This design comes from an exercise in tuning for small area, a short achievable clock period and few clock cycles on the open sky130 flow, not from production work.
In this exercise RTL edits were held to simulation tests only and were not proved equivalent to the original.
No activity file was given, so power comes from the tool's default toggle rates.

## flow/design.v (module list and top-level ports; edited modules follow where they fit)
// module riscv_mult_csa: 2383 lines
// module riscv_regfile: 22 lines
// module riscv_core: 513 lines
module riscv_core
(
  input  logic            clk,
  input  logic            rst_n,
  input  logic            fetch_enable_i,
  output logic            ctrl_busy_o,
  output logic            instr_req_o,
  output logic [31:0]     instr_addr_o,
  input  logic            instr_rvalid_i,
  input  logic [31:0]     instr_rdata_i,
  output logic            data_req_o,
  output logic [31:0]     data_addr_o,
  output logic [31:0]     data_wdata_o,
  output logic            data_we_o,
  output logic [3:0]      data_be_o,
  input  logic            data_rvalid_i,
  input  logic [31:0]     data_rdata_i
);
  // ...
==> flow/flow/run.sh <==
#!/bin/bash
# Standard synthesis and layout; the layout's timing repair aims for a setup
# slack of SETUP_MARGIN ns at the design's clock period (same SDC), so that
# the achieved period is pushed well below the constraint.
set -euo pipefail
SETUP_MARGIN=9.8
bash standard.sh synth > synth.log 2>&1
bash standard.sh SETUP_SLACK_MARGIN=$SETUP_MARGIN finish > layout.log 2>&1
==> flow/standard.sh <==
#!/bin/bash
# synth_recipe.tcl (not shown) runs the flow's synth.tcl, then flattens the netlist and writes it again
# the make line also repeats each setting of config.mk as NAME=value (left out here)
make -C /OpenROAD-flow-scripts/flow DESIGN_CONFIG=/design/flow/config.mk WORK_HOME=/design/flow/orfs CLKGATE_MAP_FILE= SYNTH_SCRIPT=/design/flow/synth_recipe.tcl "${@:-finish}"
==> flow/config.mk <==
export PLATFORM = sky130hd
export DESIGN_NAME = riscv_core
export DESIGN_NICKNAME = riscv_core
export VERILOG_FILES = /design/flow/design.v
export SDC_FILE = /design/flow/constraint.sdc
export NUM_CORES = 4
export LEC_CHECK = 0
export CAP_MARGIN = 20
export CORE_MARGIN = 2
export CORE_UTILIZATION = 45
export PLACE_DENSITY = 0.6
export SLEW_MARGIN = 20
export TNS_END_PERCENT = 10
==> flow/constraint.sdc <==
create_clock -name core_clock -period 15.0 [get_ports {clk}]
set_input_delay 3.0000 -clock core_clock [delete_from_list [all_inputs] [get_ports {clk}]]
set_output_delay 3.0000 -clock core_clock [all_outputs]
set_load 0.01 [all_outputs]
==> out/summary.txt, run 1 <==
vias in the first global route: 105k
ys async rst share: 5.91%
Overall Global Routing Usage: 40.7%
Levels on crit path: 15
dpl ws: 6.46 ns
cell area after placement: 126000 um^2
die width: 523 um
Top Registers: regfile_i.rf x992, m_cs_q x64, m_cc_q x61
crit end category: flip-flop
status: no timing/DRC/antenna violations
Worst Hold End: m_mulhsu_q
critical path arrival: 6.54 ns
Seq/Total Area, Yosys: 39.1%
wire length on met1: 207000 um
clock skew: 0.115 ns
Die H: 523 um
RSZ-0062 raised after global routing: true
Comb. pwr: 0.0197 W
Max H-tree Level: 4
ClkCell Share: 5.10%
Non-clk bufs: 731
die area: 273000 um^2
Seq cells: 1794
Top reg by flops: regfile_i.rf
Finished Cell Area: 138000 um^2
Finished Layout Cells: 16.6k
Yosys top cell area share: 26.9%
area leader, netlist: edfxtp_1
drt total wl: 585000 um
multi-input combinational cell count: 9382
CP delay by family, top: simple AND/OR/NAND/NOR gates
net switching power: 0.0148 W
relative slew slack: 15.4%
Post-synth EDFFs: 1086
Max Clock Freq: 0.175 GHz
grt met2 use: 58.3%
IO buf count: 168
Yosys reg bits: 1794
Testbench counts, summed over its fixed seeds: cycles 30,000.
==> module riscv_core, before the edit <==
module riscv_core
(
  input  logic            clk,
  input  logic            rst_n,
  input  logic            fetch_enable_i,
  output logic            ctrl_busy_o,
  output logic            instr_req_o,
  output logic [31:0]     instr_addr_o,
  input  logic            instr_rvalid_i,
  input  logic [31:0]     instr_rdata_i,
  output logic            data_req_o,
  output logic [31:0]     data_addr_o,
  output logic [31:0]     data_wdata_o,
  output logic            data_we_o,
  output logic [3:0]      data_be_o,
  input  logic            data_rvalid_i,
  input  logic [31:0]     data_rdata_i
);
  logic        started_q;
  logic [31:1] pc_f_q;           
  logic [31:1] pc_o_q;           
  logic [31:1] pc_d_q;           
  logic        vd_q;             
  logic        pred_d_q;         
  logic        btb_v_q;
  logic [31:1] btb_pc_q, btb_tgt_q;
  logic        e_v_q;
  logic [31:1] e_pc_q;
  logic [31:0] e_a_q, e_b_q;
  logic [31:1] e_tgt_q;          
  logic [4:0]  e_rd_q;
  logic        e_we_q;
  logic        e_sub_q, e_r_add_q, e_r_slt_q, e_slt_u_q, e_r_xor_q, e_r_or_q, e_r_and_q;
  logic        e_r_sh_q, e_sh_left_q, e_sh_arith_q, e_r_link_q, e_r_csr_q;
  logic        e_load_q, e_store_q;
  logic [1:0]  e_size_q;
  logic        e_lsign_q;
  logic        e_branch_q, e_jal_q, e_jalr_q;
  logic [2:0]  e_bf3_q;
  logic        e_off4_q, e_off8_q, e_back_q;
  logic        e_mul_q, e_mulhi_q, e_mulhsu_q;
  logic [32:0] e_ma_q, e_mb_q;   
  logic        e_btbp_q;         
  logic        e_csr_q;
  logic [1:0]  e_csr_op_q;       
  logic        e_c_mscratch_q, e_c_mepc_q, e_c_mcause_q, e_c_mstatus_q, e_c_misa_q;
  logic        e_c_mtvec_q, e_c_mvendorid_q, e_c_marchid_q;
  logic        e_trap_q;
  logic [1:0]  e_cause_q;        
  logic        e_mret_q;
  logic        e_pred_q;
  logic        m_v_q;
  logic [4:0]  m_rd_q;
  logic        m_we_q;
  logic        m_load_q;
  logic        m_mul_q, m_mulhi_q, m_mulhsu_q;
  logic [15:0] m_ahi_q, m_bhi_q;   
  logic [1:0]  m_size_q;
  logic        m_lsign_q;
  logic [31:0] m_res_q;          
  logic [31:0] m_addr_q;         
  logic [63:0] m_cs_q, m_cc_q;   
  logic        m_req_q, m_dwe_q;
  logic [3:0]  m_be_q;
  logic [31:0] m_wdata_q;
  logic        w_v_q;
  logic [4:0]  w_rd_q;
  logic        w_we_q;
  logic        w_load_q;
  logic [1:0]  w_size_q;
  logic        w_lsign_q;
  logic [1:0]  w_alo_q;
  logic [31:0] w_res_q;
  logic        w_mulhsu_q;
  logic [16:0] w_y17_q;          
  logic [31:0] mscratch_q;
  logic [31:1] mepc_q;
  logic [1:0]  mcause_q;         
  logic        mpie_q, mie_q;
  assign ctrl_busy_o  = started_q;
  assign instr_req_o  = 1'b1;
  assign instr_addr_o = {pc_o_q, 1'b0};
  assign data_req_o   = m_req_q;
  assign data_we_o    = m_dwe_q;
  assign data_addr_o  = m_addr_q;
  assign data_be_o    = m_be_q;
  assign data_wdata_o = m_wdata_q;
  logic [31:0] ir;
  assign ir = instr_rdata_i;
  logic [6:0] opc;
  logic [2:0] f3;
  logic [6:0] f7;
  logic [4:0] rs1, rs2, rd;
  assign opc = ir[6:0];
  assign f3  = ir[14:12];
  assign f7  = ir[31:25];
  assign rs1 = ir[19:15];
  assign rs2 = ir[24:20];
  assign rd  = ir[11:7];
  logic [31:0] imm_i, imm_s, imm_u, imm_j;
  logic [12:1] imm_b;
  assign imm_i = {{20{ir[31]}}, ir[31:20]};
  assign imm_s = {{20{ir[31]}}, ir[31:25], ir[11:7]};
  assign imm_u = {ir[31:12], 12'b0};
  assign imm_j = {{12{ir[31]}}, ir[19:12], ir[20], ir[30:21], 1'b0};
  assign imm_b = {ir[31], ir[7], ir[30:25], ir[11:8]};
  logic op_lui, op_auipc, op_jal, op_jalr, op_br, op_ld, op_st, op_imm, op_op, op_fence, op_sys;
  assign op_lui   = (opc == 7'b0110111);
  assign op_auipc = (opc == 7'b0010111);
  assign op_jal   = (opc == 7'b1101111);
  assign op_jalr  = (opc == 7'b1100111);
  assign op_br    = (opc == 7'b1100011);
  assign op_ld    = (opc == 7'b0000011);
  assign op_st    = (opc == 7'b0100011);
  assign op_imm   = (opc == 7'b0010011);
  assign op_op    = (opc == 7'b0110011);
  assign op_fence = (opc == 7'b0001111);
  assign op_sys   = (opc == 7'b1110011);
  logic is_mul, sys_priv, sys_csr, is_ecall, is_ebreak, is_mret, sys_nop;
  assign is_mul    = op_op & (f7 == 7'b0000001) & ~f3[2];
  assign sys_priv  = op_sys & (f3 == 3'b000) & (rs1 == 5'd0) & (rd == 5'd0);
  assign is_ecall  = sys_priv & (ir[31:20] == 12'h000);
  assign is_ebreak = sys_priv & (ir[31:20] == 12'h001);
  assign is_mret   = sys_priv & (ir[31:20] == 12'h302);
  assign sys_nop   = sys_priv & ((ir[31:20] == 12'h7b2) | (ir[31:20] == 12'h105) | (ir[31:20] == 12'h8c0));
  assign sys_csr   = op_sys & (f3[1:0] != 2'b00);
  logic legal;
  always_comb begin
    legal = 1'b0;
    if (op_lui | op_auipc | op_jal | op_ld) legal = 1'b1;
    if (op_jalr & (f3 == 3'b000)) legal = 1'b1;
    if (op_br & (f3[2:1] != 2'b01)) legal = 1'b1;
    if (op_st & (f3[2] == 1'b0) & (f3[1:0] != 2'b11)) legal = 1'b1;
    if (op_imm) begin
      if (f3 == 3'b001)      legal = (f7 == 7'b0);
      else if (f3 == 3'b101) legal = (f7 == 7'b0) | (f7 == 7'b0100000);
      else                   legal = 1'b1;
    end
    if (op_op) legal = (f7 == 7'b0) | ((f7 == 7'b0100000) & ((f3 == 3'b000) | (f3 == 3'b101))) | is_mul;
    if (op_fence & (f3[2:1] == 2'b00)) legal = 1'b1;
    if (is_ecall | is_ebreak | is_mret | sys_nop | sys_csr) legal = 1'b1;
  end
  logic trap_d;
  assign trap_d = ~legal | is_ecall | is_ebreak;
  logic use1, use2;
  assign use1 = op_jalr | op_br | op_ld | op_st | op_imm | op_op | (sys_csr & ~f3[2]);
  assign use2 = op_br | op_st | op_op;
  logic wr_d;
  assign wr_d = legal & (op_lui | op_auipc | op_jal | op_jalr | op_ld | op_imm | op_op | sys_csr) & (rd != 5'd0);
  logic        w_wen;
  logic [31:0] w_data;
  logic [31:0] rf_a, rf_b;
  riscv_regfile regfile_i (
    .clk     ( clk     ),
    .raddr_a ( rs1     ),
    .rdata_a ( rf_a    ),
    .raddr_b ( rs2     ),
    .rdata_b ( rf_b    ),
    .we      ( w_wen   ),
    .waddr   ( w_rd_q  ),
    .wdata   ( w_data  )
  );
  logic [31:0] alu_out;    
  logic [31:0] m_result;   
  logic e_fw_ok, m_fw_ok, w_fw_ok;
  assign e_fw_ok = e_v_q & e_we_q;
  assign m_fw_ok = m_v_q & m_we_q;
  assign w_fw_ok = w_v_q & w_we_q;
  logic        hit1_e, hit1_m, hit1_w, hit2_e, hit2_m, hit2_w;
  assign hit1_e = e_fw_ok & (e_rd_q == rs1);
  assign hit1_m = m_fw_ok & (m_rd_q == rs1);
  assign hit1_w = w_fw_ok & (w_rd_q == rs1);
  assign hit2_e = e_fw_ok & (e_rd_q == rs2);
  assign hit2_m = m_fw_ok & (m_rd_q == rs2);
  assign hit2_w = w_fw_ok & (w_rd_q == rs2);
  logic [31:0] fw1, fw2;
  assign fw1 = hit1_e ? alu_out : hit1_m ? m_result : w_data;
  assign fw2 = hit2_e ? alu_out : hit2_m ? m_result : w_data;
  logic rf1_sel, rf2_sel;
  assign rf1_sel = ~(hit1_e | hit1_m | hit1_w);
  assign rf2_sel = ~(hit2_e | hit2_m | hit2_w);
  logic [31:0] rs1_v, rs2_v;
  assign rs1_v = rf1_sel ? rf_a : fw1;
  assign rs2_v = rf2_sel ? rf_b : fw2;
  logic        a_nreg, b_nreg;
  logic [31:0] a_alt, b_alt;
  assign a_nreg = op_lui | op_auipc | op_jal | (sys_csr & f3[2]);
  assign a_alt  = (op_auipc | op_jal) ? {pc_d_q, 1'b0} : (sys_csr & f3[2]) ? {27'b0, rs1} : 32'b0;
  assign b_nreg = ~(op_op | op_br);
  assign b_alt  = op_st ? imm_s : (op_lui | op_auipc) ? imm_u : op_jal ? imm_j : imm_i;
  logic [31:0] a_early, b_early;
  assign a_early = a_nreg ? a_alt : fw1;
  assign b_early = b_nreg ? b_alt : fw2;
  logic [31:0] a_next, b_next;
  assign a_next = (rf1_sel & ~a_nreg) ? rf_a : a_early;
  assign b_next = (rf2_sel & ~b_nreg) ? rf_b : b_early;
  logic e_late, m_late;
  assign e_late = e_fw_ok & (e_load_q | e_mul_q);
  assign m_late = m_fw_ok & (m_load_q | (m_mul_q & m_mulhsu_q));
  logic hazard;
  assign hazard = (use1 & (rs1 != 5'd0) & ((e_late & (e_rd_q == rs1)) | (m_late & (m_rd_q == rs1)))) |
                  (use2 & (rs2 != 5'd0) & ((e_late & (e_rd_q == rs2)) | (m_late & (m_rd_q == rs2))));
  logic [32:0] sum33;
  logic [31:0] b_inv;
  assign b_inv = e_sub_q ? ~e_b_q : e_b_q;
  assign sum33 = {1'b0, e_a_q} + {1'b0, b_inv} + {32'b0, e_sub_q};
  logic ltu, lts, eq;
  assign ltu = ~sum33[32];
  assign lts = (e_a_q[31] ^ e_b_q[31]) ? e_a_q[31] : sum33[31];
  assign eq  = (e_a_q == e_b_q);
  logic [31:0] sh_in, sh_rev, sh_res;
  logic [32:0] sh_ext;
  always_comb begin
    for (int i = 0; i < 32; i++) sh_rev[i] = e_a_q[31 - i];
  end
  assign sh_in  = e_sh_left_q ? sh_rev : e_a_q;
  assign sh_ext = $signed({e_sh_arith_q & e_a_q[31], sh_in}) >>> e_b_q[4:0];
  always_comb begin
    for (int i = 0; i < 32; i++) sh_res[i] = e_sh_left_q ? sh_ext[31 - i] : sh_ext[i];
  end
  logic [31:1] link;
  assign link = e_pc_q + 31'd2;
  logic [31:0] csr_rdata;
  logic [31:0] mcause_val;
  always_comb begin
    case (mcause_q)
      2'd1:    mcause_val = 32'd2;
      2'd2:    mcause_val = 32'd3;
      2'd3:    mcause_val = 32'd11;
      default: mcause_val = 32'd0;
    endcase
  end
  assign csr_rdata = ({32{e_c_mscratch_q}}  & mscratch_q) |
                     ({32{e_c_mepc_q}}      & {mepc_q, 1'b0}) |
                     ({32{e_c_mcause_q}}    & mcause_val) |
                     ({32{e_c_mstatus_q}}   & {19'b0, 2'b11, 3'b0, mpie_q, 3'b0, mie_q, 3'b0}) |
                     ({32{e_c_misa_q}}      & 32'h4000_1100) |
                     ({32{e_c_mtvec_q}}     & 32'h0000_0001) |
                     ({32{e_c_mvendorid_q}} & 32'h0000_0602) |
                     ({32{e_c_marchid_q}}   & 32'h0000_0004);
  assign alu_out = ({32{e_r_add_q}}  & sum33[31:0]) |
                   ({32{e_r_slt_q}}  & {31'b0, e_slt_u_q ? ltu : lts}) |
                   ({32{e_r_xor_q}}  & (e_a_q ^ e_b_q)) |
                   ({32{e_r_or_q}}   & (e_a_q | e_b_q)) |
                   ({32{e_r_and_q}}  & (e_a_q & e_b_q)) |
                   ({32{e_r_sh_q}}   & sh_res) |
                   ({32{e_r_link_q}} & {link, 1'b0}) |
                   ({32{e_r_csr_q}}  & csr_rdata);
  logic cond;
  always_comb begin
    case (e_bf3_q[2:1])
      2'b00:   cond = eq;
      2'b10:   cond = lts;
      default: cond = ltu;
    endcase
    cond = cond ^ e_bf3_q[0];
  end
  logic [31:1] br_tgt;
  assign br_tgt = e_tgt_q;
  logic br_taken, jmp_taken;
  assign br_taken  = e_v_q & e_branch_q & cond;
  assign jmp_taken = e_v_q & (e_jal_q | br_taken);
  logic        redirect;       
  logic        skip8;          
  logic [31:1] tgt;
  always_comb begin
    redirect = 1'b0;
    skip8    = 1'b0;
    tgt      = link;
    if (e_v_q) begin
      if (e_trap_q) begin
        redirect = 1'b1;
        tgt      = 31'h2c;             
      end else if (e_mret_q) begin
        redirect = 1'b1;
        tgt      = mepc_q;
      end else if (e_jalr_q) begin
        redirect = 1'b1;
        tgt      = sum33[31:1];
      end else if (jmp_taken) begin
        tgt = e_jal_q ? sum33[31:1] : br_tgt;
        if (e_pred_q)      ;
        else if (e_off4_q) ;
        else if (e_off8_q & ~pred_d_q) skip8 = 1'b1;
        else redirect = 1'b1;
      end else if (e_pred_q) begin
        redirect = 1'b1;               
        tgt      = link;
      end
    end
  end
  logic dv;         
  logic replay;
  assign dv     = vd_q & ~redirect & ~skip8;
  assign replay = dv & hazard;
  logic issue;      
  assign issue = dv & ~hazard;
  logic        dpred;
  logic [31:1] dtgt;
  assign dpred = issue & ~pred_d_q & op_br & (f3[2:1] != 2'b01) & ir[31];
  assign dtgt  = pc_d_q + {{19{imm_b[12]}}, imm_b};   
  logic btb_hit;
  assign btb_hit = btb_v_q & (btb_pc_q == pc_f_q);
  logic go;
  assign go = started_q | fetch_enable_i;
  logic [31:1] pc_f_early;
  always_comb begin
    if (redirect)     pc_f_early = tgt;
    else if (dpred)   pc_f_early = dtgt;
    else if (!go)     pc_f_early = pc_f_q;
    else if (btb_hit) pc_f_early = btb_tgt_q;
    else              pc_f_early = pc_f_q + 31'd2;
  end
  always_ff @(posedge clk, negedge rst_n) begin
    if (!rst_n) begin
      started_q <= 1'b0;
      pc_f_q    <= 31'h40;                
      vd_q      <= 1'b0;
      pred_d_q  <= 1'b0;
      btb_v_q   <= 1'b0;
    end else begin
      if (fetch_enable_i) started_q <= 1'b1;
      pc_f_q <= replay ? pc_d_q : pc_f_early;
      vd_q     <= go & ~redirect & ~replay & ~dpred;
      pred_d_q <= btb_hit;
      if (br_taken & e_back_q & ~e_btbp_q) btb_v_q <= 1'b1;
    end
  end
  always_ff @(posedge clk) begin
    if (!rst_n) pc_o_q <= 31'h40;
    else        pc_o_q <= replay ? pc_d_q : pc_f_early;
  end
  always_ff @(posedge clk) begin
    pc_d_q <= pc_f_q;
    if (br_taken & e_back_q & ~e_btbp_q) begin
      btb_pc_q  <= e_pc_q;
      btb_tgt_q <= br_tgt;
    end
  end
  always_ff @(posedge clk, negedge rst_n) begin
    if (!rst_n) e_v_q <= 1'b0;
    else        e_v_q <= issue;
  end
  always_ff @(posedge clk) begin
    e_pc_q   <= pc_d_q;
    e_pred_q <= pred_d_q | dpred;
    e_btbp_q <= pred_d_q;
    e_rd_q   <= rd;
    e_we_q   <= wr_d;
    e_a_q    <= a_next;
    e_b_q    <= b_next;
    e_tgt_q  <= dtgt;
    e_sub_q      <= op_br | (op_op & ~f7[0] & (f3 == 3'b000) & f7[5]) | ((op_op & ~f7[0] | op_imm) & (f3[2:1] == 2'b01));
    e_r_add_q    <= op_lui | op_auipc | op_ld | op_st | ((op_op & ~f7[0] | op_imm) & (f3 == 3'b000));
    e_r_slt_q    <= (op_op & ~f7[0] | op_imm) & (f3[2:1] == 2'b01);
    e_slt_u_q    <= f3[0];
    e_r_xor_q    <= (op_op & ~f7[0] | op_imm) & (f3 == 3'b100);
    e_r_or_q     <= (op_op & ~f7[0] | op_imm) & (f3 == 3'b110);
    e_r_and_q    <= (op_op & ~f7[0] | op_imm) & (f3 == 3'b111);
    e_r_sh_q     <= (op_op & ~f7[0] | op_imm) & (f3[1:0] == 2'b01);
    e_sh_left_q  <= ~f3[2];
    e_sh_arith_q <= f7[5];
    e_r_link_q   <= op_jal | op_jalr;
    e_r_csr_q    <= sys_csr;
    e_load_q   <= op_ld;
    e_store_q  <= op_st & legal;
    e_size_q   <= f3[1:0];
    e_lsign_q  <= ~f3[2];
    e_branch_q <= op_br & legal;
    e_jal_q    <= op_jal;
    e_jalr_q   <= op_jalr & legal;
    e_bf3_q    <= f3;
    e_off4_q   <= op_jal ? (imm_j == 32'd4) : (imm_b == 12'd2);
    e_off8_q   <= op_jal ? (imm_j == 32'd8) : (imm_b == 12'd4);
    e_back_q   <= ir[31];
    e_mul_q    <= is_mul;
    e_mulhi_q  <= (f3[1:0] != 2'b00);
    e_mulhsu_q <= (f3[1:0] == 2'b10);
    e_ma_q     <= {(f3[1:0] != 2'b11) & rs1_v[31], rs1_v};
    e_mb_q     <= {(f3[1:0] == 2'b01) & rs2_v[31], rs2_v};
    e_csr_q          <= sys_csr;
    e_csr_op_q       <= (f3[1:0] == 2'b01 || rs1 != 5'd0) ? f3[1:0] : 2'b00;
    e_c_mscratch_q   <= (ir[31:20] == 12'h340);
    e_c_mepc_q       <= (ir[31:20] == 12'h341);
    e_c_mcause_q     <= (ir[31:20] == 12'h342);
    e_c_mstatus_q    <= (ir[31:20] == 12'h300);
    e_c_misa_q       <= (ir[31:20] == 12'h301);
    e_c_mtvec_q      <= (ir[31:20] == 12'h305);
    e_c_mvendorid_q  <= (ir[31:20] == 12'hf11);
    e_c_marchid_q    <= (ir[31:20] == 12'hf12);
    e_trap_q  <= trap_d;
    e_cause_q <= ~legal ? 2'd1 : is_ebreak ? 2'd2 : 2'd3;
    e_mret_q  <= is_mret;
  end
  logic [63:0] mul_s, mul_c;
  riscv_mult_csa mult_i (
    .a_i ( e_ma_q ),
    .b_i ( e_mb_q ),
    .s_o ( mul_s ),
    .c_o ( mul_c )
  );
  logic [31:0] csr_wval;
  always_comb begin
    case (e_csr_op_q)
      2'b10:   csr_wval = csr_rdata | e_a_q;
      2'b11:   csr_wval = csr_rdata & ~e_a_q;
      default: csr_wval = e_a_q;
    endcase
  end
  logic csr_we;
  assign csr_we = e_v_q & e_csr_q & ~e_trap_q & (e_csr_op_q != 2'b00);
  always_ff @(posedge clk, negedge rst_n) begin
    if (!rst_n) begin
      mscratch_q <= 32'b0;
      mepc_q     <= 31'b0;
      mcause_q   <= 2'b0;
      mpie_q     <= 1'b0;
      mie_q      <= 1'b0;
    end else begin
      if (e_v_q & e_trap_q) begin
        mepc_q   <= e_pc_q;
        mcause_q <= e_cause_q;
        mpie_q   <= mie_q;
        mie_q    <= 1'b0;
      end else begin
        if (csr_we & e_c_mscratch_q) mscratch_q <= csr_wval;
        if (csr_we & e_c_mepc_q)     mepc_q     <= csr_wval[31:1];
        if (e_v_q & e_mret_q) begin
          mpie_q <= 1'b1;
          mie_q  <= mpie_q;
        end
      end
    end
  end
  logic [3:0] be;
  always_comb begin
    case (e_size_q)
      2'b00:   be = 4'b0001 << sum33[1:0];
      2'b01:   be = sum33[1] ? 4'b1100 : 4'b0011;
      default: be = 4'b1111;
    endcase
  end
  always_ff @(posedge clk, negedge rst_n) begin
    if (!rst_n) begin
      m_v_q   <= 1'b0;
      m_req_q <= 1'b0;
    end else begin
      m_v_q   <= e_v_q & ~e_trap_q;
      m_req_q <= e_v_q & ~e_trap_q & (e_load_q | e_store_q);
    end
  end
  always_ff @(posedge clk) begin
    m_rd_q    <= e_rd_q;
    m_we_q    <= e_we_q & ~e_trap_q;
    m_load_q  <= e_load_q;
    m_mul_q   <= e_mul_q;
    m_mulhi_q <= e_mulhi_q;
    m_mulhsu_q <= e_mulhsu_q;
    m_ahi_q   <= e_ma_q[31:16];
    m_bhi_q   <= e_mb_q[31:16];
    m_size_q  <= e_size_q;
    m_lsign_q <= e_lsign_q;
    m_res_q   <= alu_out;
    if (e_load_q | e_store_q) m_addr_q <= alu_out;
    m_cs_q    <= mul_s;
    m_cc_q    <= mul_c;
    m_dwe_q   <= e_store_q;
    m_be_q    <= be;
    case (e_size_q)
      2'b00:   m_wdata_q <= {4{e_mb_q[7:0]}};
      2'b01:   m_wdata_q <= {2{e_mb_q[15:0]}};
      default: m_wdata_q <= e_mb_q[31:0];
    endcase
  end
  logic [63:0] prod;
  assign prod = m_cs_q + m_cc_q;
  assign m_result = m_mul_q ? (m_mulhi_q ? prod[63:32] : prod[31:0]) : m_res_q;
  logic [16:0] y17;
  assign y17 = 17'(m_ahi_q * m_bhi_q) ^ {m_ahi_q[15] & m_bhi_q[0], 16'b0};
  always_ff @(posedge clk, negedge rst_n) begin
    if (!rst_n) w_v_q <= 1'b0;
    else        w_v_q <= m_v_q;
  end
  always_ff @(posedge clk) begin
    w_rd_q    <= m_rd_q;
    w_we_q    <= m_we_q;
    w_load_q  <= m_load_q;
    w_size_q  <= m_size_q;
    w_lsign_q <= m_lsign_q;
    w_alo_q   <= m_res_q[1:0];
    w_res_q   <= m_result;
    w_mulhsu_q <= m_mul_q & m_mulhsu_q;
    w_y17_q   <= y17;
  end
  logic [31:0] ld_sh;
  logic [31:0] ld_val;
  assign ld_sh = data_rdata_i >> {w_alo_q, 3'b000};
  always_comb begin
    case (w_size_q)
      2'b00:   ld_val = {{24{w_lsign_q & ld_sh[7]}}, ld_sh[7:0]};
      2'b01:   ld_val = {{16{w_lsign_q & ld_sh[15]}}, ld_sh[15:0]};
      default: ld_val = data_rdata_i;
    endcase
  end
  logic [16:0] hsu_r;
  logic        hsu_k;
  logic [31:0] w_mres;
  assign hsu_r  = w_res_q[16:0] - w_y17_q;
  assign hsu_k  = w_mulhsu_q & hsu_r[16] & ~hsu_r[15];
  assign w_mres = hsu_k ? {w_res_q[31:17] - 15'd1, w_res_q[16:0]} : w_res_q;
  assign w_data = w_load_q ? ld_val : w_mres;
  assign w_wen  = w_v_q & w_we_q;
endmodule
==> inputs of run 2 (changes only) <==
--- a/flow/design.v
+++ b/flow/design.v
@@ -1,8 +1,9 @@
 module riscv_mult_csa (
   input  logic [32:0] a_i,    
   input  logic [32:0] b_i,    
-  output logic [63:0] s_o,    
-  output logic [63:0] c_o     
+  output logic [63:0] r0_o,
+  output logic [63:0] r1_o,
+  output logic [63:0] r2_o
 );
   logic [33:0] bx;
   assign bx = {b_i[32], b_i};
@@ -2066,320 +2067,198 @@
   logic s929, c930;
   assign s929 = pp15[32] ^ pp16[30];
   assign c930 = pp15[32] & pp16[30];
-  logic s931, c932;
-  assign s931 = pp0[2] ^ pp1[0];
-  assign c932 = pp0[2] & pp1[0];
-  logic s933, c934;
-  assign s933 = pp0[3] ^ pp1[1];
-  assign c934 = pp0[3] & pp1[1];
-  logic s935, c936;
-  assign s935 = s813 ^ pp2[0] ^ neg2;
-  assign c936 = (s813 & pp2[0]) | (s813 & neg2) | (pp2[0] & neg2);
-  logic s937, c938;
-  assign s937 = s815 ^ pp2[1] ^ c814;
-  assign c938 = (s815 & pp2[1]) | (s815 & c814) | (pp2[1] & c814);
-  logic s939, c940;
-  assign s939 = s817 ^ neg3 ^ c816;
-  assign c940 = (s817 & neg3) | (s817 & c816) | (neg3 & c816);
-  logic s941, c942;
-  assign s941 = s819 ^ c602 ^ c818;
-  assign c942 = (s819 & c602) | (s819 & c818) | (c602 & c818);
-  logic s943, c944;
-  assign s943 = s821 ^ c604 ^ c820;
-  assign c944 = (s821 & c604) | (s821 & c820) | (c604 & c820);
-  logic s945, c946;
-  assign s945 = s823 ^ c608 ^ c822;
-  assign c946 = (s823 & c608) | (s823 & c822) | (c608 & c822);
-  logic s947, c948;
-  assign s947 = s825 ^ c612 ^ c824;
-  assign c948 = (s825 & c612) | (s825 & c824) | (c612 & c824);
-  logic s949, c950;
-  assign s949 = s827 ^ c616 ^ c826;
-  assign c950 = (s827 & c616) | (s827 & c826) | (c616 & c826);
-  logic s951, c952;
-  assign s951 = s829 ^ c620 ^ c828;
-  assign c952 = (s829 & c620) | (s829 & c828) | (c620 & c828);
-  logic s953, c954;
-  assign s953 = s831 ^ c624 ^ c830;
-  assign c954 = (s831 & c624) | (s831 & c830) | (c624 & c830);
-  logic s955, c956;
-  assign s955 = s833 ^ c628 ^ c832;
-  assign c956 = (s833 & c628) | (s833 & c832) | (c628 & c832);
-  logic s957, c958;
-  assign s957 = s835 ^ c632 ^ c834;
-  assign c958 = (s835 & c632) | (s835 & c834) | (c632 & c834);
-  logic s959, c960;
-  assign s959 = s837 ^ c636 ^ c836;
-  assign c960 = (s837 & c636) | (s837 & c836) | (c636 & c836);
-  logic s961, c962;
-  assign s961 = s839 ^ c640 ^ c838;
-  assign c962 = (s839 & c640) | (s839 & c838) | (c640 & c838);
-  logic s963, c964;
-  assign s963 = s841 ^ c644 ^ c840;
-  assign c964 = (s841 & c644) | (s841 & c840) | (c644 & c840);
-  logic s965, c966;
-  assign s965 = s843 ^ c648 ^ c842;
-  assign c966 = (s843 & c648) | (s843 & c842) | (c648 & c842);
-  logic s967, c968;
-  assign s967 = s845 ^ c652 ^ c844;
-  assign c968 = (s845 & c652) | (s845 & c844) | (c652 & c844);
-  logic s969, c970;
-  assign s969 = s847 ^ c656 ^ c846;
-  assign c970 = (s847 & c656) | (s847 & c846) | (c656 & c846);
-  logic s971, c972;
-  assign s971 = s849 ^ c660 ^ c848;
-  assign c972 = (s849 & c660) | (s849 & c848) | (c660 & c848);
-  logic s973, c974;
-  assign s973 = s851 ^ c664 ^ c850;
-  assign c974 = (s851 & c664) | (s851 & c850) | (c664 & c850);
-  logic s975, c976;
-  assign s975 = s853 ^ c668 ^ c852;
-  assign c976 = (s853 & c668) | (s853 & c852) | (c668 & c852);
-  logic s977, c978;
-  assign s977 = s855 ^ c672 ^ c854;
-  assign c978 = (s855 & c672) | (s855 & c854) | (c672 & c854);
-  logic s979, c980;
-  assign s979 = s857 ^ c676 ^ c856;
-  assign c980 = (s857 & c676) | (s857 & c856) | (c676 & c856);
-  logic s981, c982;
-  assign s981 = s859 ^ c680 ^ c858;
-  assign c982 = (s859 & c680) | (s859 & c858) | (c680 & c858);
-  logic s983, c984;
-  assign s983 = s861 ^ c684 ^ c860;
-  assign c984 = (s861 & c684) | (s861 & c860) | (c684 & c860);
-  logic s985, c986;
-  assign s985 = s863 ^ c688 ^ c862;
-  assign c986 = (s863 & c688) | (s863 & c862) | (c688 & c862);
-  logic s987, c988;
-  assign s987 = s865 ^ c692 ^ c864;
-  assign c988 = (s865 & c692) | (s865 & c864) | (c692 & c864);
-  logic s989, c990;
-  assign s989 = s867 ^ c696 ^ c866;
-  assign c990 = (s867 & c696) | (s867 & c866) | (c696 & c866);
-  logic s991, c992;
-  assign s991 = s869 ^ c700 ^ c868;
-  assign c992 = (s869 & c700) | (s869 & c868) | (c700 & c868);
-  logic s993, c994;
-  assign s993 = s871 ^ c704 ^ c870;
-  assign c994 = (s871 & c704) | (s871 & c870) | (c704 & c870);
-  logic s995, c996;
-  assign s995 = s873 ^ c708 ^ c872;
-  assign c996 = (s873 & c708) | (s873 & c872) | (c708 & c872);
-  logic s997, c998;
-  assign s997 = s875 ^ c712 ^ c874;
-  assign c998 = (s875 & c712) | (s875 & c874) | (c712 & c874);
-  logic s999, c1000;
-  assign s999 = s877 ^ c716 ^ c876;
-  assign c1000 = (s877 & c716) | (s877 & c876) | (c716 & c876);
-  logic s1001, c1002;
-  assign s1001 = s879 ^ c720 ^ c878;
-  assign c1002 = (s879 & c720) | (s879 & c878) | (c720 & c878);
-  logic s1003, c1004;
-  assign s1003 = s881 ^ c724 ^ c880;
-  assign c1004 = (s881 & c724) | (s881 & c880) | (c724 & c880);
-  logic s1005, c1006;
-  assign s1005 = s883 ^ c728 ^ c882;
-  assign c1006 = (s883 & c728) | (s883 & c882) | (c728 & c882);
-  logic s1007, c1008;
-  assign s1007 = s885 ^ c732 ^ c884;
-  assign c1008 = (s885 & c732) | (s885 & c884) | (c732 & c884);
-  logic s1009, c1010;
-  assign s1009 = s887 ^ c736 ^ c886;
-  assign c1010 = (s887 & c736) | (s887 & c886) | (c736 & c886);
-  logic s1011, c1012;
-  assign s1011 = s889 ^ c740 ^ c888;
-  assign c1012 = (s889 & c740) | (s889 & c888) | (c740 & c888);
-  logic s1013, c1014;
-  assign s1013 = s891 ^ c744 ^ c890;
-  assign c1014 = (s891 & c744) | (s891 & c890) | (c744 & c890);
-  logic s1015, c1016;
-  assign s1015 = s893 ^ c748 ^ c892;
-  assign c1016 = (s893 & c748) | (s893 & c892) | (c748 & c892);
-  logic s1017, c1018;
-  assign s1017 = s895 ^ c752 ^ c894;
-  assign c1018 = (s895 & c752) | (s895 & c894) | (c752 & c894);
-  logic s1019, c1020;
-  assign s1019 = s897 ^ c756 ^ c896;
-  assign c1020 = (s897 & c756) | (s897 & c896) | (c756 & c896);
-  logic s1021, c1022;
-  assign s1021 = s899 ^ c760 ^ c898;
-  assign c1022 = (s899 & c760) | (s899 & c898) | (c760 & c898);
-  logic s1023, c1024;
-  assign s1023 = s901 ^ c764 ^ c900;
-  assign c1024 = (s901 & c764) | (s901 & c900) | (c764 & c900);
-  logic s1025, c1026;
-  assign s1025 = s903 ^ c768 ^ c902;
-  assign c1026 = (s903 & c768) | (s903 & c902) | (c768 & c902);
-  logic s1027, c1028;
-  assign s1027 = s905 ^ c772 ^ c904;
-  assign c1028 = (s905 & c772) | (s905 & c904) | (c772 & c904);
-  logic s1029, c1030;
-  assign s1029 = s907 ^ c776 ^ c906;
-  assign c1030 = (s907 & c776) | (s907 & c906) | (c776 & c906);
-  logic s1031, c1032;
-  assign s1031 = s909 ^ c780 ^ c908;
-  assign c1032 = (s909 & c780) | (s909 & c908) | (c780 & c908);
-  logic s1033, c1034;
-  assign s1033 = s911 ^ c784 ^ c910;
-  assign c1034 = (s911 & c784) | (s911 & c910) | (c784 & c910);
-  logic s1035, c1036;
-  assign s1035 = s913 ^ c788 ^ c912;
-  assign c1036 = (s913 & c788) | (s913 & c912) | (c788 & c912);
-  logic s1037, c1038;
-  assign s1037 = s915 ^ c792 ^ c914;
-  assign c1038 = (s915 & c792) | (s915 & c914) | (c792 & c914);
-  logic s1039, c1040;
-  assign s1039 = s917 ^ c796 ^ c916;
-  assign c1040 = (s917 & c796) | (s917 & c916) | (c796 & c916);
-  logic s1041, c1042;
-  assign s1041 = s919 ^ c800 ^ c918;
-  assign c1042 = (s919 & c800) | (s919 & c918) | (c800 & c918);
-  logic s1043, c1044;
-  assign s1043 = s921 ^ c804 ^ c920;
-  assign c1044 = (s921 & c804) | (s921 & c920) | (c804 & c920);
-  logic s1045, c1046;
-  assign s1045 = s923 ^ c808 ^ c922;
-  assign c1046 = (s923 & c808) | (s923 & c922) | (c808 & c922);
-  logic s1047, c1048;
-  assign s1047 = s925 ^ c810 ^ c924;
-  assign c1048 = (s925 & c810) | (s925 & c924) | (c810 & c924);
-  logic s1049, c1050;
-  assign s1049 = s927 ^ c812 ^ c926;
-  assign c1050 = (s927 & c812) | (s927 & c926) | (c812 & c926);
-  logic s1051, c1052;
-  assign s1051 = s929 ^ 1'b1 ^ c928;
-  assign c1052 = (s929 & 1'b1) | (s929 & c928) | (1'b1 & c928);
-  logic s1053, c1054;
-  assign s1053 = ~pp15[33] ^ pp16[31] ^ c930;
-  assign c1054 = (~pp15[33] & pp16[31]) | (~pp15[33] & c930) | (pp16[31] & c930);
-  assign s_o[0] = pp0[0];
-  assign c_o[0] = neg0;
-  assign s_o[1] = pp0[1];
-  assign c_o[1] = 1'b0;
-  assign s_o[2] = s931;
-  assign c_o[2] = neg1;
-  assign s_o[3] = s933;
-  assign c_o[3] = c932;
-  assign s_o[4] = s935;
-  assign c_o[4] = c934;
-  assign s_o[5] = s937;
-  assign c_o[5] = c936;
-  assign s_o[6] = s939;
-  assign c_o[6] = c938;
-  assign s_o[7] = s941;
-  assign c_o[7] = c940;
-  assign s_o[8] = s943;
-  assign c_o[8] = c942;
-  assign s_o[9] = s945;
-  assign c_o[9] = c944;
-  assign s_o[10] = s947;
-  assign c_o[10] = c946;
-  assign s_o[11] = s949;
-  assign c_o[11] = c948;
-  assign s_o[12] = s951;
-  assign c_o[12] = c950;
-  assign s_o[13] = s953;
-  assign c_o[13] = c952;
-  assign s_o[14] = s955;
-  assign c_o[14] = c954;
-  assign s_o[15] = s957;
-  assign c_o[15] = c956;
-  assign s_o[16] = s959;
-  assign c_o[16] = c958;
-  assign s_o[17] = s961;
-  assign c_o[17] = c960;
-  assign s_o[18] = s963;
-  assign c_o[18] = c962;
-  assign s_o[19] = s965;
-  assign c_o[19] = c964;
-  assign s_o[20] = s967;
-  assign c_o[20] = c966;
-  assign s_o[21] = s969;
-  assign c_o[21] = c968;
-  assign s_o[22] = s971;
-  assign c_o[22] = c970;
-  assign s_o[23] = s973;
-  assign c_o[23] = c972;
-  assign s_o[24] = s975;
-  assign c_o[24] = c974;
-  assign s_o[25] = s977;
-  assign c_o[25] = c976;
-  assign s_o[26] = s979;
-  assign c_o[26] = c978;
-  assign s_o[27] = s981;
-  assign c_o[27] = c980;
-  assign s_o[28] = s983;
-  assign c_o[28] = c982;
-  assign s_o[29] = s985;
-  assign c_o[29] = c984;
-  assign s_o[30] = s987;
-  assign c_o[30] = c986;
-  assign s_o[31] = s989;
-  assign c_o[31] = c988;
-  assign s_o[32] = s991;
-  assign c_o[32] = c990;
-  assign s_o[33] = s993;
-  assign c_o[33] = c992;
-  assign s_o[34] = s995;
-  assign c_o[34] = c994;
-  assign s_o[35] = s997;
-  assign c_o[35] = c996;
-  assign s_o[36] = s999;
-  assign c_o[36] = c998;
-  assign s_o[37] = s1001;
-  assign c_o[37] = c1000;
-  assign s_o[38] = s1003;
-  assign c_o[38] = c1002;
-  assign s_o[39] = s1005;
-  assign c_o[39] = c1004;
-  assign s_o[40] = s1007;
-  assign c_o[40] = c1006;
-  assign s_o[41] = s1009;
-  assign c_o[41] = c1008;
-  assign s_o[42] = s1011;
-  assign c_o[42] = c1010;
-  assign s_o[43] = s1013;
-  assign c_o[43] = c1012;
-  assign s_o[44] = s1015;
-  assign c_o[44] = c1014;
-  assign s_o[45] = s1017;
-  assign c_o[45] = c1016;
-  assign s_o[46] = s1019;
-  assign c_o[46] = c1018;
-  assign s_o[47] = s1021;
-  assign c_o[47] = c1020;
-  assign s_o[48] = s1023;
-  assign c_o[48] = c1022;
-  assign s_o[49] = s1025;
-  assign c_o[49] = c1024;
-  assign s_o[50] = s1027;
-  assign c_o[50] = c1026;
-  assign s_o[51] = s1029;
-  assign c_o[51] = c1028;
-  assign s_o[52] = s1031;
-  assign c_o[52] = c1030;
-  assign s_o[53] = s1033;
-  assign c_o[53] = c1032;
-  assign s_o[54] = s1035;
-  assign c_o[54] = c1034;
-  assign s_o[55] = s1037;
-  assign c_o[55] = c1036;
-  assign s_o[56] = s1039;
-  assign c_o[56] = c1038;
-  assign s_o[57] = s1041;
-  assign c_o[57] = c1040;
-  assign s_o[58] = s1043;
-  assign c_o[58] = c1042;
-  assign s_o[59] = s1045;
-  assign c_o[59] = c1044;
-  assign s_o[60] = s1047;
-  assign c_o[60] = c1046;
-  assign s_o[61] = s1049;
-  assign c_o[61] = c1048;
-  assign s_o[62] = s1051;
-  assign c_o[62] = c1050;
-  assign s_o[63] = s1053;
-  assign c_o[63] = c1052;
+  assign r0_o[0] = pp0[0];
+  assign r1_o[0] = neg0;
+  assign r2_o[0] = 1'b0;
+  assign r0_o[1] = pp0[1];
+  assign r1_o[1] = 1'b0;
+  assign r2_o[1] = 1'b0;
+  assign r0_o[2] = pp0[2];
+  assign r1_o[2] = pp1[0];
+  assign r2_o[2] = neg1;
+  assign r0_o[3] = pp0[3];
+  assign r1_o[3] = pp1[1];
+  assign r2_o[3] = 1'b0;
+  assign r0_o[4] = s813;
+  assign r1_o[4] = pp2[0];
+  assign r2_o[4] = neg2;
+  assign r0_o[5] = s815;
+  assign r1_o[5] = pp2[1];
+  assign r2_o[5] = c814;
+  assign r0_o[6] = s817;
+  assign r1_o[6] = neg3;
+  assign r2_o[6] = c816;
+  assign r0_o[7] = s819;
+  assign r1_o[7] = c602;
+  assign r2_o[7] = c818;
+  assign r0_o[8] = s821;
+  assign r1_o[8] = c604;
+  assign r2_o[8] = c820;
+  assign r0_o[9] = s823;
+  assign r1_o[9] = c608;
+  assign r2_o[9] = c822;
+  assign r0_o[10] = s825;
+  assign r1_o[10] = c612;
+  assign r2_o[10] = c824;
+  assign r0_o[11] = s827;
+  assign r1_o[11] = c616;
+  assign r2_o[11] = c826;
+  assign r0_o[12] = s829;
+  assign r1_o[12] = c620;
+  assign r2_o[12] = c828;
+  assign r0_o[13] = s831;
+  assign r1_o[13] = c624;
+  assign r2_o[13] = c830;
+  assign r0_o[14] = s833;
+  assign r1_o[14] = c628;
+  assign r2_o[14] = c832;
+  assign r0_o[15] = s835;
+  assign r1_o[15] = c632;
+  assign r2_o[15] = c834;
+  assign r0_o[16] = s837;
+  assign r1_o[16] = c636;
+  assign r2_o[16] = c836;
+  assign r0_o[17] = s839;
+  assign r1_o[17] = c640;
+  assign r2_o[17] = c838;
+  assign r0_o[18] = s841;
+  assign r1_o[18] = c644;
+  assign r2_o[18] = c840;
+  assign r0_o[19] = s843;
+  assign r1_o[19] = c648;
+  assign r2_o[19] = c842;
+  assign r0_o[20] = s845;
+  assign r1_o[20] = c652;
+  assign r2_o[20] = c844;
+  assign r0_o[21] = s847;
+  assign r1_o[21] = c656;
+  assign r2_o[21] = c846;
+  assign r0_o[22] = s849;
+  assign r1_o[22] = c660;
+  assign r2_o[22] = c848;
+  assign r0_o[23] = s851;
+  assign r1_o[23] = c664;
+  assign r2_o[23] = c850;
+  assign r0_o[24] = s853;
+  assign r1_o[24] = c668;
+  assign r2_o[24] = c852;
+  assign r0_o[25] = s855;
+  assign r1_o[25] = c672;
+  assign r2_o[25] = c854;
+  assign r0_o[26] = s857;
+  assign r1_o[26] = c676;
+  assign r2_o[26] = c856;
+  assign r0_o[27] = s859;
+  assign r1_o[27] = c680;
+  assign r2_o[27] = c858;
+  assign r0_o[28] = s861;
+  assign r1_o[28] = c684;
+  assign r2_o[28] = c860;
+  assign r0_o[29] = s863;
+  assign r1_o[29] = c688;
+  assign r2_o[29] = c862;
+  assign r0_o[30] = s865;
+  assign r1_o[30] = c692;
+  assign r2_o[30] = c864;
+  assign r0_o[31] = s867;
+  assign r1_o[31] = c696;
+  assign r2_o[31] = c866;
+  assign r0_o[32] = s869;
+  assign r1_o[32] = c700;
+  assign r2_o[32] = c868;
+  assign r0_o[33] = s871;
+  assign r1_o[33] = c704;
+  assign r2_o[33] = c870;
+  assign r0_o[34] = s873;
+  assign r1_o[34] = c708;
+  assign r2_o[34] = c872;
+  assign r0_o[35] = s875;
+  assign r1_o[35] = c712;
+  assign r2_o[35] = c874;
+  assign r0_o[36] = s877;
+  assign r1_o[36] = c716;
+  assign r2_o[36] = c876;
+  assign r0_o[37] = s879;
+  assign r1_o[37] = c720;
+  assign r2_o[37] = c878;
+  assign r0_o[38] = s881;
+  assign r1_o[38] = c724;
+  assign r2_o[38] = c880;
+  assign r0_o[39] = s883;
+  assign r1_o[39] = c728;
+  assign r2_o[39] = c882;
+  assign r0_o[40] = s885;
+  assign r1_o[40] = c732;
+  assign r2_o[40] = c884;
+  assign r0_o[41] = s887;
+  assign r1_o[41] = c736;
+  assign r2_o[41] = c886;
+  assign r0_o[42] = s889;
+  assign r1_o[42] = c740;
+  assign r2_o[42] = c888;
+  assign r0_o[43] = s891;
+  assign r1_o[43] = c744;
+  assign r2_o[43] = c890;
+  assign r0_o[44] = s893;
+  assign r1_o[44] = c748;
+  assign r2_o[44] = c892;
+  assign r0_o[45] = s895;
+  assign r1_o[45] = c752;
+  assign r2_o[45] = c894;
+  assign r0_o[46] = s897;
+  assign r1_o[46] = c756;
+  assign r2_o[46] = c896;
+  assign r0_o[47] = s899;
+  assign r1_o[47] = c760;
+  assign r2_o[47] = c898;
+  assign r0_o[48] = s901;
+  assign r1_o[48] = c764;
+  assign r2_o[48] = c900;
+  assign r0_o[49] = s903;
+  assign r1_o[49] = c768;
+  assign r2_o[49] = c902;
+  assign r0_o[50] = s905;
+  assign r1_o[50] = c772;
+  assign r2_o[50] = c904;
+  assign r0_o[51] = s907;
+  assign r1_o[51] = c776;
+  assign r2_o[51] = c906;
+  assign r0_o[52] = s909;
+  assign r1_o[52] = c780;
+  assign r2_o[52] = c908;
+  assign r0_o[53] = s911;
+  assign r1_o[53] = c784;
+  assign r2_o[53] = c910;
+  assign r0_o[54] = s913;
+  assign r1_o[54] = c788;
+  assign r2_o[54] = c912;
+  assign r0_o[55] = s915;
+  assign r1_o[55] = c792;
+  assign r2_o[55] = c914;
+  assign r0_o[56] = s917;
+  assign r1_o[56] = c796;
+  assign r2_o[56] = c916;
+  assign r0_o[57] = s919;
+  assign r1_o[57] = c800;
+  assign r2_o[57] = c918;
+  assign r0_o[58] = s921;
+  assign r1_o[58] = c804;
+  assign r2_o[58] = c920;
+  assign r0_o[59] = s923;
+  assign r1_o[59] = c808;
+  assign r2_o[59] = c922;
+  assign r0_o[60] = s925;
+  assign r1_o[60] = c810;
+  assign r2_o[60] = c924;
+  assign r0_o[61] = s927;
+  assign r1_o[61] = c812;
+  assign r2_o[61] = c926;
+  assign r0_o[62] = s929;
+  assign r1_o[62] = 1'b1;
+  assign r2_o[62] = c928;
+  assign r0_o[63] = ~pp15[33];
+  assign r1_o[63] = pp16[31];
+  assign r2_o[63] = c930;
 endmodule
 module riscv_regfile (
   input  logic        clk,
@@ -2431,8 +2310,11 @@
   logic [31:1] btb_pc_q, btb_tgt_q;
   logic        e_v_q;
   logic [31:1] e_pc_q;
-  logic [31:0] e_a_q, e_b_q;
-  logic [31:1] e_tgt_q;          
+  logic [31:0] e_ra_q, e_rb_q;    
+  logic [31:0] e_imm_q;          
+  logic        e_f1a_q, e_f2a_q, e_f3a_q, e_f1b_q, e_f2b_q, e_f3b_q;   
+  logic        e_a_pc_q, e_a_zero_q, e_b_imm_q, e_csr_imm_q;
+  logic [12:1] e_immb_q;          
   logic [4:0]  e_rd_q;
   logic        e_we_q;
   logic        e_sub_q, e_r_add_q, e_r_slt_q, e_slt_u_q, e_r_xor_q, e_r_or_q, e_r_and_q;
@@ -2444,7 +2326,7 @@
   logic [2:0]  e_bf3_q;
   logic        e_off4_q, e_off8_q, e_back_q;
   logic        e_mul_q, e_mulhi_q, e_mulhsu_q;
-  logic [32:0] e_ma_q, e_mb_q;   
+  logic        e_msa_q, e_msb_q;  
   logic        e_btbp_q;         
   logic        e_csr_q;
   logic [1:0]  e_csr_op_q;       
@@ -2464,7 +2346,7 @@
   logic        m_lsign_q;
   logic [31:0] m_res_q;          
   logic [31:0] m_addr_q;         
-  logic [63:0] m_cs_q, m_cc_q;   
+  logic [63:0] m_r0_q, m_r1_q, m_r2_q;   
   logic        m_req_q, m_dwe_q;
   logic [3:0]  m_be_q;
   logic [31:0] m_wdata_q;
@@ -2478,6 +2360,7 @@
   logic [31:0] w_res_q;
   logic        w_mulhsu_q;
   logic [16:0] w_y17_q;          
+  logic [31:0] x_res_q;          
   logic [31:0] mscratch_q;
   logic [31:1] mepc_q;
   logic [1:0]  mcause_q;         
@@ -2578,48 +2461,40 @@
   assign hit2_e = e_fw_ok & (e_rd_q == rs2);
   assign hit2_m = m_fw_ok & (m_rd_q == rs2);
   assign hit2_w = w_fw_ok & (w_rd_q == rs2);
-  logic [31:0] fw1, fw2;
-  assign fw1 = hit1_e ? alu_out : hit1_m ? m_result : w_data;
-  assign fw2 = hit2_e ? alu_out : hit2_m ? m_result : w_data;
-  logic rf1_sel, rf2_sel;
-  assign rf1_sel = ~(hit1_e | hit1_m | hit1_w);
-  assign rf2_sel = ~(hit2_e | hit2_m | hit2_w);
-  logic [31:0] rs1_v, rs2_v;
-  assign rs1_v = rf1_sel ? rf_a : fw1;
-  assign rs2_v = rf2_sel ? rf_b : fw2;
-  logic        a_nreg, b_nreg;
-  logic [31:0] a_alt, b_alt;
-  assign a_nreg = op_lui | op_auipc | op_jal | (sys_csr & f3[2]);
-  assign a_alt  = (op_auipc | op_jal) ? {pc_d_q, 1'b0} : (sys_csr & f3[2]) ? {27'b0, rs1} : 32'b0;
-  assign b_nreg = ~(op_op | op_br);
-  assign b_alt  = op_st ? imm_s : (op_lui | op_auipc) ? imm_u : op_jal ? imm_j : imm_i;
-  logic [31:0] a_early, b_early;
-  assign a_early = a_nreg ? a_alt : fw1;
-  assign b_early = b_nreg ? b_alt : fw2;
-  logic [31:0] a_next, b_next;
-  assign a_next = (rf1_sel & ~a_nreg) ? rf_a : a_early;
-  assign b_next = (rf2_sel & ~b_nreg) ? rf_b : b_early;
+  logic [31:0] imm_d;
+  always_comb begin
+    if (op_st)                      imm_d = imm_s;
+    else if (op_lui | op_auipc)     imm_d = imm_u;
+    else if (op_jal)                imm_d = imm_j;
+    else if (sys_csr & f3[2])       imm_d = {27'b0, rs1};
+    else                            imm_d = imm_i;
+  end
   logic e_late, m_late;
   assign e_late = e_fw_ok & (e_load_q | e_mul_q);
   assign m_late = m_fw_ok & (m_load_q | (m_mul_q & m_mulhsu_q));
   logic hazard;
   assign hazard = (use1 & (rs1 != 5'd0) & ((e_late & (e_rd_q == rs1)) | (m_late & (m_rd_q == rs1)))) |
                   (use2 & (rs2 != 5'd0) & ((e_late & (e_rd_q == rs2)) | (m_late & (m_rd_q == rs2))));
+  logic [31:0] ra, rb, opa, opb;
+  assign ra  = e_f1a_q ? m_res_q : e_f2a_q ? w_res_q : e_f3a_q ? x_res_q : e_ra_q;
+  assign rb  = e_f1b_q ? m_res_q : e_f2b_q ? w_res_q : e_f3b_q ? x_res_q : e_rb_q;
+  assign opa = e_a_pc_q ? {e_pc_q, 1'b0} : e_a_zero_q ? 32'b0 : ra;
+  assign opb = e_b_imm_q ? e_imm_q : rb;
   logic [32:0] sum33;
   logic [31:0] b_inv;
-  assign b_inv = e_sub_q ? ~e_b_q : e_b_q;
-  assign sum33 = {1'b0, e_a_q} + {1'b0, b_inv} + {32'b0, e_sub_q};
+  assign b_inv = e_sub_q ? ~opb : opb;
+  assign sum33 = {1'b0, opa} + {1'b0, b_inv} + {32'b0, e_sub_q};
   logic ltu, lts, eq;
   assign ltu = ~sum33[32];
-  assign lts = (e_a_q[31] ^ e_b_q[31]) ? e_a_q[31] : sum33[31];
-  assign eq  = (e_a_q == e_b_q);
+  assign lts = (opa[31] ^ opb[31]) ? opa[31] : sum33[31];
+  assign eq  = (opa == opb);
   logic [31:0] sh_in, sh_rev, sh_res;
   logic [32:0] sh_ext;
   always_comb begin
-    for (int i = 0; i < 32; i++) sh_rev[i] = e_a_q[31 - i];
+    for (int i = 0; i < 32; i++) sh_rev[i] = opa[31 - i];
   end
-  assign sh_in  = e_sh_left_q ? sh_rev : e_a_q;
-  assign sh_ext = $signed({e_sh_arith_q & e_a_q[31], sh_in}) >>> e_b_q[4:0];
+  assign sh_in  = e_sh_left_q ? sh_rev : opa;
+  assign sh_ext = $signed({e_sh_arith_q & opa[31], sh_in}) >>> opb[4:0];
   always_comb begin
     for (int i = 0; i < 32; i++) sh_res[i] = e_sh_left_q ? sh_ext[31 - i] : sh_ext[i];
   end
@@ -2645,9 +2520,9 @@
                      ({32{e_c_marchid_q}}   & 32'h0000_0004);
   assign alu_out = ({32{e_r_add_q}}  & sum33[31:0]) |
                    ({32{e_r_slt_q}}  & {31'b0, e_slt_u_q ? ltu : lts}) |
-                   ({32{e_r_xor_q}}  & (e_a_q ^ e_b_q)) |
-                   ({32{e_r_or_q}}   & (e_a_q | e_b_q)) |
-                   ({32{e_r_and_q}}  & (e_a_q & e_b_q)) |
+                   ({32{e_r_xor_q}}  & (opa ^ opb)) |
+                   ({32{e_r_or_q}}   & (opa | opb)) |
+                   ({32{e_r_and_q}}  & (opa & opb)) |
                    ({32{e_r_sh_q}}   & sh_res) |
                    ({32{e_r_link_q}} & {link, 1'b0}) |
                    ({32{e_r_csr_q}}  & csr_rdata);
@@ -2661,7 +2536,7 @@
     cond = cond ^ e_bf3_q[0];
   end
   logic [31:1] br_tgt;
-  assign br_tgt = e_tgt_q;
+  assign br_tgt = e_pc_q + {{19{e_immb_q[12]}}, e_immb_q};
   logic br_taken, jmp_taken;
   assign br_taken  = e_v_q & e_branch_q & cond;
   assign jmp_taken = e_v_q & (e_jal_q | br_taken);
@@ -2700,10 +2575,6 @@
   assign replay = dv & hazard;
   logic issue;      
   assign issue = dv & ~hazard;
-  logic        dpred;
-  logic [31:1] dtgt;
-  assign dpred = issue & ~pred_d_q & op_br & (f3[2:1] != 2'b01) & ir[31];
-  assign dtgt  = pc_d_q + {{19{imm_b[12]}}, imm_b};   
   logic btb_hit;
   assign btb_hit = btb_v_q & (btb_pc_q == pc_f_q);
   logic go;
@@ -2711,7 +2582,6 @@
   logic [31:1] pc_f_early;
   always_comb begin
     if (redirect)     pc_f_early = tgt;
-    else if (dpred)   pc_f_early = dtgt;
     else if (!go)     pc_f_early = pc_f_q;
     else if (btb_hit) pc_f_early = btb_tgt_q;
     else              pc_f_early = pc_f_q + 31'd2;
@@ -2726,7 +2596,7 @@
     end else begin
       if (fetch_enable_i) started_q <= 1'b1;
       pc_f_q <= replay ? pc_d_q : pc_f_early;
-      vd_q     <= go & ~redirect & ~replay & ~dpred;
+      vd_q     <= go & ~redirect & ~replay;
       pred_d_q <= btb_hit;
       if (br_taken & e_back_q & ~e_btbp_q) btb_v_q <= 1'b1;
     end
@@ -2748,13 +2618,24 @@
   end
   always_ff @(posedge clk) begin
     e_pc_q   <= pc_d_q;
-    e_pred_q <= pred_d_q | dpred;
+    e_pred_q <= pred_d_q;
     e_btbp_q <= pred_d_q;
     e_rd_q   <= rd;
     e_we_q   <= wr_d;
-    e_a_q    <= a_next;
-    e_b_q    <= b_next;
-    e_tgt_q  <= dtgt;
+    e_ra_q      <= rf_a;
+    e_rb_q      <= rf_b;
+    e_imm_q     <= imm_d;
+    e_f1a_q     <= hit1_e;
+    e_f2a_q     <= hit1_m;
+    e_f3a_q     <= hit1_w;
+    e_f1b_q     <= hit2_e;
+    e_f2b_q     <= hit2_m;
+    e_f3b_q     <= hit2_w;
+    e_a_pc_q    <= op_auipc | op_jal;
+    e_a_zero_q  <= op_lui;
+    e_b_imm_q   <= ~(op_op | op_br);
+    e_csr_imm_q <= sys_csr & f3[2];
+    e_immb_q <= imm_b;
     e_sub_q      <= op_br | (op_op & ~f7[0] & (f3 == 3'b000) & f7[5]) | ((op_op & ~f7[0] | op_imm) & (f3[2:1] == 2'b01));
     e_r_add_q    <= op_lui | op_auipc | op_ld | op_st | ((op_op & ~f7[0] | op_imm) & (f3 == 3'b000));
     e_r_slt_q    <= (op_op & ~f7[0] | op_imm) & (f3[2:1] == 2'b01);
@@ -2781,8 +2662,8 @@
     e_mul_q    <= is_mul;
     e_mulhi_q  <= (f3[1:0] != 2'b00);
     e_mulhsu_q <= (f3[1:0] == 2'b10);
-    e_ma_q     <= {(f3[1:0] != 2'b11) & rs1_v[31], rs1_v};
-    e_mb_q     <= {(f3[1:0] == 2'b01) & rs2_v[31], rs2_v};
+    e_msa_q    <= (f3[1:0] != 2'b11);
+    e_msb_q    <= (f3[1:0] == 2'b01);
     e_csr_q          <= sys_csr;
     e_csr_op_q       <= (f3[1:0] == 2'b01 || rs1 != 5'd0) ? f3[1:0] : 2'b00;
     e_c_mscratch_q   <= (ir[31:20] == 12'h340);
@@ -2797,19 +2678,21 @@
     e_cause_q <= ~legal ? 2'd1 : is_ebreak ? 2'd2 : 2'd3;
     e_mret_q  <= is_mret;
   end
-  logic [63:0] mul_s, mul_c;
+  logic [63:0] mul_r0, mul_r1, mul_r2;
   riscv_mult_csa mult_i (
-    .a_i ( e_ma_q ),
-    .b_i ( e_mb_q ),
-    .s_o ( mul_s ),
-    .c_o ( mul_c )
+    .a_i  ( {e_msa_q & ra[31], ra} ),
+    .b_i  ( {e_msb_q & rb[31], rb} ),
+    .r0_o ( mul_r0 ),
+    .r1_o ( mul_r1 ),
+    .r2_o ( mul_r2 )
   );
-  logic [31:0] csr_wval;
+  logic [31:0] csr_src, csr_wval;
+  assign csr_src = e_csr_imm_q ? e_imm_q : ra;
   always_comb begin
     case (e_csr_op_q)
-      2'b10:   csr_wval = csr_rdata | e_a_q;
-      2'b11:   csr_wval = csr_rdata & ~e_a_q;
-      default: csr_wval = e_a_q;
+      2'b10:   csr_wval = csr_rdata | csr_src;
+      2'b11:   csr_wval = csr_rdata & ~csr_src;
+      default: csr_wval = csr_src;
     endcase
   end
   logic csr_we;
@@ -2861,24 +2744,27 @@
     m_mul_q   <= e_mul_q;
     m_mulhi_q <= e_mulhi_q;
     m_mulhsu_q <= e_mulhsu_q;
-    m_ahi_q   <= e_ma_q[31:16];
-    m_bhi_q   <= e_mb_q[31:16];
+    m_ahi_q   <= ra[31:16];
+    m_bhi_q   <= rb[31:16];
     m_size_q  <= e_size_q;
     m_lsign_q <= e_lsign_q;
     m_res_q   <= alu_out;
     if (e_load_q | e_store_q) m_addr_q <= alu_out;
-    m_cs_q    <= mul_s;
-    m_cc_q    <= mul_c;
+    m_r0_q    <= mul_r0;
+    m_r1_q    <= mul_r1;
+    m_r2_q    <= mul_r2;
     m_dwe_q   <= e_store_q;
     m_be_q    <= be;
     case (e_size_q)
-      2'b00:   m_wdata_q <= {4{e_mb_q[7:0]}};
-      2'b01:   m_wdata_q <= {2{e_mb_q[15:0]}};
-      default: m_wdata_q <= e_mb_q[31:0];
+      2'b00:   m_wdata_q <= {4{rb[7:0]}};
+      2'b01:   m_wdata_q <= {2{rb[15:0]}};
+      default: m_wdata_q <= rb;
     endcase
   end
-  logic [63:0] prod;
-  assign prod = m_cs_q + m_cc_q;
+  logic [63:0] prod, csa_s, csa_c;
+  assign csa_s = m_r0_q ^ m_r1_q ^ m_r2_q;
+  assign csa_c = {(m_r0_q[62:0] & m_r1_q[62:0]) | (m_r0_q[62:0] & m_r2_q[62:0]) | (m_r1_q[62:0] & m_r2_q[62:0]), 1'b0};
+  assign prod  = csa_s + csa_c;
   assign m_result = m_mul_q ? (m_mulhi_q ? prod[63:32] : prod[31:0]) : m_res_q;
   logic [16:0] y17;
   assign y17 = 17'(m_ahi_q * m_bhi_q) ^ {m_ahi_q[15] & m_bhi_q[0], 16'b0};
@@ -2896,6 +2782,7 @@
     w_res_q   <= m_result;
     w_mulhsu_q <= m_mul_q & m_mulhsu_q;
     w_y17_q   <= y17;
+    x_res_q   <= w_data;
   end
   logic [31:0] ld_sh;
   logic [31:0] ld_val;
--- a/flow/config.mk
+++ b/flow/config.mk
@@ -6,8 +6,9 @@
 export NUM_CORES = 4
 export LEC_CHECK = 0
 export CAP_MARGIN = 20
+export CELL_PAD_IN_SITES_DETAIL_PLACEMENT = 1
+export CELL_PAD_IN_SITES_GLOBAL_PLACEMENT = 1
 export CORE_MARGIN = 2
-export CORE_UTILIZATION = 45
-export PLACE_DENSITY = 0.6
+export CORE_UTILIZATION = 40
+export PLACE_DENSITY = 0.55
 export SLEW_MARGIN = 20
-export TNS_END_PERCENT = 10
==> run 2 against run 1 <==
Now fails the layout checks on capacitance limit, slew limit. Count of clock-buffer cells in the layout is 40 higher. Core utilization is 1.7 points lower. Clock power grew 3%. Non-clock buffer count rose by 385. Critical path depth increased by 7. Global-route usage up 7.6 points. Flip-flop and latch count grew 41. Register-to-register slack worse by 0.23 ns. Worst hold slack improved by 0.0047 ns. Cell count down 2.5%. Largest cell class unchanged.
==> out/summary.txt, run 2 <==
clock skew: 0.0881 ns (was 0.115 ns)
Slew Viols, Final: 6 (was 0)
clk sinks: 1835 (was 1794)
Seq/Total Area, Yosys: 41.4% (was 39.1%)
Finished Layout Cells: 16.2k (was 16.6k)
Max Clock Freq: 0.172 GHz (was 0.175 GHz)
status: complete, but fails checks (was no timing/DRC/antenna violations)
Top Registers: regfile_i.rf x992, m_r0_q x64, m_r1_q x60 (was regfile_i.rf x992, m_cs_q x64, m_cc_q x61)
ys async rst share: 5.78% (was 5.91%)
crit end category: flip-flop (unchanged)
Pre-antenna DRT Iters: 9 (was 13)
Starting DRT DRC Count: 20.5k (was 21.7k)
cell area after placement: 124000 um^2 (was 126000 um^2)
via count: 119k (was 116k)
area leader, netlist: edfxtp_1 (unchanged)
Finished Cell Area: 144000 um^2 (was 138000 um^2)
Syn Area/Cell: 9.80 um^2 (was 9.22 um^2)
die area: 295000 um^2 (was 273000 um^2)
layout violations: capacitance limit, slew limit
Post-synth EDFFs: 1086 (unchanged)
Overall Global Routing Usage: 48.3% (was 40.7%)
critical path arrival: 6.58 ns (was 6.54 ns)
Die H: 543 um (was 523 um)
Yosys top cell area share: 28.0% (was 26.9%)
I/O pin count: 173 (unchanged)
final number of hold-violating endpoints: 0 (unchanged)
vias in the first global route: 116k (was 105k)
PD cells: 213 nW/um^2 (was 229 nW/um^2)
Hold WC Path Type: reg2reg (unchanged)
drt total wl: 741000 um (was 585000 um)
Worst VDD drop: 0.000257 V (was 0.000916 V)
CP delay by family, top: compound AO/OA/AOI/OAI gates (was simple AND/OR/NAND/NOR gates)
Clock Root Buffer: clkbuf_16 (unchanged)
Top reg by flops: regfile_i.rf (unchanged)
die width: 543 um (was 523 um)
final setup TNS: 0 ns (unchanged)
Post-DP HPWL: 455000 um (was 376000 um)
# Max-Cap Violations: 2 (was 0)
CTS buffer count: 208 (was 195)
Max H-tree Level: 4 (unchanged)
RSZ-0062 raised after global routing: true (unchanged)
Initial Util: 40.3% (was 45.2%)
IO buf count: 168 (unchanged)
Yosys reg bits: 1835 (was 1794)
gp weighted congestion: 1.03 (was 1.08)
most frequent cells in the layout: edfxtp_1, a21oi_1, o21ai_0 (was nand2_1, edfxtp_1, nor2_1)
relative slew slack: -17.6% (was 15.4%)
CP required: 15.77 ns (was 15.84 ns)
Site Rows: 197 (was 190)
-- run 2: cell types whose count changed in the layout (fill, tap and decap cells not counted), moves of 166 or more --
cell	before	now
o221ai_1	58	346
o22ai_1	155	406
nand2_1	1207	688
buf_4	406	572
nor2_1	1058	505
a22oi_1	656	442
o211ai_1	214	35
-- run 2: metrics by stage --
step	worst slack [ns]	hold WS, ns	util (%)
after floorplan	9.63	0.310	-
after global placement	6.34	0.315	42.8
after detailed placement	6.71	0.314	42.9
after CTS	9.43	0.329	48.6
after global routing	9.23	0.342	49.9
final	9.19	0.329	49.9
-- run 2: area by class of cell --
cell class	instances	area [um^2]
antenna	32	80.1
clock buffer	272	5820
clock inverter	114	1530
fill	30544	145000
inverter	725	2960
multi-input combinational	8216	67500
sequential	1835	48200
tap	3880	4850
timing repair buffer	1116	13000
timing repair inverter	1	8.76
-- run 2: final timing paths --
kind | start | end | slack [ns] | cells past startpoint
max | e_f3a_q | pc_o_q[22] | 9.19 | 22
min | m_size_q[1] | w_size_q[1] | 0.33 | 0
max reg2reg | e_f3a_q | pc_o_q[22] | 9.19 | 22
min reg2reg | m_size_q[1] | w_size_q[1] | 0.33 | 0
max in group asynchronous | rst_n | pc_f_q[14] | 11.16 | 3
min in group asynchronous | rst_n | w_v_q | 2.08 | 1
-- run 2: metal layers --
layer	up-vias	routed length [um]	track usage [%]
met2	10409	301000	68.9
met1	60039	264000	59.5
met5	-	479	0
met4	52	74200	38.1
met3	3256	102000	16.6
li1	45096	-	-
-- run 2: cells by family (layout without fill, tap and decap cells) --
family,Yosys count,after routing,synth area share [%]
AO/OA/AOI/OAI,4446,4458,25.5
XOR/XNOR,311,311,2.34
adder cells (fa/ha/maj),868,868,12.9
buffers and inverters,1838,2228,6.00
AND/OR/NAND/NOR,2306,2313,9.22
other,2,34,0.00646
flip-flops,1835,1835,41.4
multiplexers,260,264,2.63
-- run 2: what timing repair did --
action	in CTS	in global routing
endpoints found under the setup margin	881	669
pin swaps	206	140
gates cloned	65	24
endpoints found under the hold margin	0	0
resized for setup	1132	433
setup buffers	285	127
-- run 2: report_power, final --
part           switching, W  total (W)  internal [W]  leakage (nW)
Combinational        0.0118     0.0187       0.00689          33.4
Sequential         0.000365    0.00632       0.00596          16.6
Clock               0.00234    0.00562       0.00328          3.57
Testbench counts of run 2, summed over its fixed seeds: cycles 30,452.

Setup slack of run 2, layout unchanged: 9.186 ns with ideal ports, 9.186 ns with driving cells assumed (clock clkbuf_16, inputs buf_2), 8.433 ns with port delays also shifted by the 1.014 ns mid clock arrival.
